Source: an optimization exercise on an open RTL-to-GDS flow (aim: small area). Production flows keep margins and buffers that such runs may drop. Function was checked by simulation only, so behaviour that the tests miss may differ from the original. Power figures rest on the tool's default switching activity, not on a simulated workload.

Design uart_fifo, start of the top module:
module uart_fifo (
    input  wire        clk_i,
    input  wire        rst_n_i,
    input  wire        cfg_en_i,
    input  wire [11:0] cfg_div_i,
    input  wire        cfg_parity_en_i,
    input  wire [ 1:0] cfg_bits_i,
    input  wire        cfg_stop_bits_i,
    input  wire        rx_i,
    output wire        tx_o,
    output wire        tx_busy_o,
    input  wire        wr_vld_i,
    input  wire [ 7:0] wr_data_i,
    output wire        wr_rdy_o,
    output wire [ 3:0] tx_cnt_o,
    output wire        rd_vld_o,
    output wire [ 7:0] rd_data_o,
    input  wire        rd_rdy_i,
    output wire [ 3:0] rx_cnt_o
);
    wire       tx_rdy;
    wire       tx_vld;
    wire [7:0] tx_data;
    wire       rx_rdy;
    wire       rx_vld;
    wire [7:0] rx_data;
    sync_fifo #(
        .RST_DATA(1)
    ) fifo_tx (
        .clk_i     (clk_i),
        .rstn_i    (rst_n_i),
        .wr_rdy_o  (wr_rdy_o),
        .wr_vld_i  (wr_vld_i),
        .wr_data_i (wr_data_i),
        .rd_rdy_i  (tx_rdy),
        .rd_vld_o  (tx_vld),
        .rd_data_o (tx_data),
        .elem_cnt_o(tx_cnt_o)
    );
    uart_tx tx_u (
        .clk_i          (clk_i),
        .rst_n_i        (rst_n_i),
        .cfg_en_i       (cfg_en_i),
        .cfg_div_i      (cfg_div_i),
        .cfg_bits_i     (cfg_bits_i),
        .cfg_parity_en_i(cfg_parity_en_i),
        .cfg_stop_bits_i(cfg_stop_bits_i),
        .tx_o           (tx_o),
        .tx_busy_o      (tx_busy_o),
        .tx_data_i      (tx_data),
        .tx_vld_i       (tx_vld),
        .tx_rdy_o       (tx_rdy)
    );
    uart_rx rx_u (
        .clk_i          (clk_i),
        .rst_n_i        (rst_n_i),
        .cfg_en_i       (cfg_en_i),
        .cfg_div_i      (cfg_div_i),
        .cfg_parity_en_i(cfg_parity_en_i),
        .cfg_bits_i     (cfg_bits_i),
        .rx_i           (rx_i),
        .rx_rdy_i       (rx_rdy),
        .rx_vld_o       (rx_vld),
        .rx_data_o      (rx_data)
    );
    sync_fifo #(
        .RST_DATA(0)
    ) fifo_rx (
        .clk_i     (clk_i),
        .rstn_i    (rst_n_i),
        .wr_rdy_o  (rx_rdy),
        .wr_vld_i  (rx_vld),
        .wr_data_i (rx_data),
        .rd_rdy_i  (rd_rdy_i),
        .rd_vld_o  (rd_vld_o),
        .rd_data_o (rd_data_o),
        .elem_cnt_o(rx_cnt_o)
    );
endmodule
Size in the first run: roughly 680 cells after synthesis, about 220 flip-flops, roughly 8800 um2 of cells after synthesis.
clock: 5.0 ns
lec_check: 0
cap_margin: 0
core_margin: 2
core_utilization: 65
slew_margin: 0
standard.sh (not shown) runs the stock make flow with config.mk's settings and CLKGATE_MAP_FILE= SYNTH_SCRIPT=/design/flow/synth_recipe.tcl, a recipe that flattens the netlist after the stock synthesis.
==> flow/flow/run.sh <==
#!/bin/bash
# Own layout flow, built on the standard flow (standard.sh):
#  1. Synthesis is the standard synthesis script (synth_recipe.tcl, via
#     standard.sh) with one change: ABC maps the combinational logic with an
#     area-oriented script (flow/abc_area_map.script: repeated dch + map -a)
#     instead of ORFS's abc_speed.script. Flip-flops are mapped by dfflibmap
#     before ABC runs, so the registers, their names and cells are the
#     standard synthesis's. ORFS's scripts are copied into this work folder
#     and only abc_speed.script is replaced in the copy.
#  2. Floorplan to finish is standard.sh with ORFS's own scripts, except that
#     the port buffers are sky130_fd_sc_hd__buf_1 (every port still gets one)
#     and the clock tree uses clkbuf_4 with larger sink clusters and no dummy
#     loads.
# Each make call's full output goes to its own log in this folder; ORFS's
# per-step logs are in orfs/logs.
set -euo pipefail
cd "$(dirname "${BASH_SOURCE[0]}")/.."
rm -rf synth_scripts
cp -r "$FLOW_HOME/scripts" synth_scripts
cp flow/abc_area_map.script synth_scripts/abc_speed.script
bash standard.sh "SCRIPTS_DIR=$PWD/synth_scripts" ABC_AREA=0 synth > flow_synth.log 2>&1
bash standard.sh \
  "BUFFER_PORTS_ARGS=-buffer_cell sky130_fd_sc_hd__buf_1" \
  "CTS_ARGS=-sink_clustering_enable -repair_clock_nets -dont_use_dummy_load -buf_list sky130_fd_sc_hd__clkbuf_4 -sink_clustering_size 8 -sink_clustering_max_diameter 35" \
  finish > flow_layout.log 2>&1
==> flow/flow/abc_area_map.script <==
strash
dch
map -a
strash
dch -f
map -a
strash
dch -f
map -a
strash
dch -f
map -a
topo
stime -c
The first run completed without violations.
Next try:
--- a/flow/flow/run.sh
+++ b/flow/flow/run.sh
@@ -12 +12 @@
-#     and the clock tree uses clkbuf_4 with larger sink clusters and no dummy
+#     and the clock tree uses clkbuf_8 with larger sink clusters and no dummy
@@ -24 +24 @@
-  "CTS_ARGS=-sink_clustering_enable -repair_clock_nets -dont_use_dummy_load -buf_list sky130_fd_sc_hd__clkbuf_4 -sink_clustering_size 8 -sink_clustering_max_diameter 35" \
+  "CTS_ARGS=-sink_clustering_enable -repair_clock_nets -dont_use_dummy_load -buf_list sky130_fd_sc_hd__clkbuf_8 -sink_clustering_size 16 -sink_clustering_max_diameter 60" \
Settings changed: CAP_MARGIN 0 to 20, CORE_UTILIZATION 65 to 40, SLEW_MARGIN 0 to 20.
=> The new run finished with timing, DRC and antenna clean; clock-buffer cell count drops by 17; non-clock buffer count grows by 1; routed wire length grows by a few percent; clock power stays flat; cell count grows by roughly a tenth; total power came out higher slightly; cell area rose slightly; sequential share of layout area is lower by 1.1 points.
Next try:
Settings changed: CAP_MARGIN 20 to 0, CORE_UTILIZATION 40 to 65, SLEW_MARGIN 20 to 0.
What happened: The new run finished with timing, DRC and antenna clean. Final cell count fell by 10%. Via count fell by 0.34%. Wire length fell by 7.4%. Clock-buffer cell count fell by 1. Final area fell by 1.9%. Worst hold slack gets better by 0.040 ns. Sequential power stays flat. Utilization rose by 27 points. Setup slack gets worse by 0.016 ns. Maximum frequency fell by 0.55%. Area after synthesis does not change.

## afterwards: timing with drivers on the ports
The results above use ideal ports. As a check the final layouts listed here were re-extracted and re-timed, cells and wires unchanged. Step 1 assumes that a clkbuf_16 drives the clock port and a buf_2 every other input. Step 2 also shifts input and output timing later by t, the mid clock arrival at the registers, as if the neighbouring blocks saw the same clock. Slacks: no drivers / after step 1 / after step 2; pairs: no drivers / after step 1.
| run | t (ns) | slack for setup (ns) | worst setup path at the end |
|---|---|---|---|
| the first run | 0.609 | 2.077 / 2.077 / 1.845 | input to register |
| the second run | 0.537 | 2.120 / 2.120 / 1.813 | input to register |
| the third run | 0.522 | 2.105 / 2.105 / 1.868 | input to register |
After both steps setup and hold are still met in every run listed. The setup slack of the second run, which loses most, moves by 0.000 ns with the drivers and by -0.307 ns with both steps.
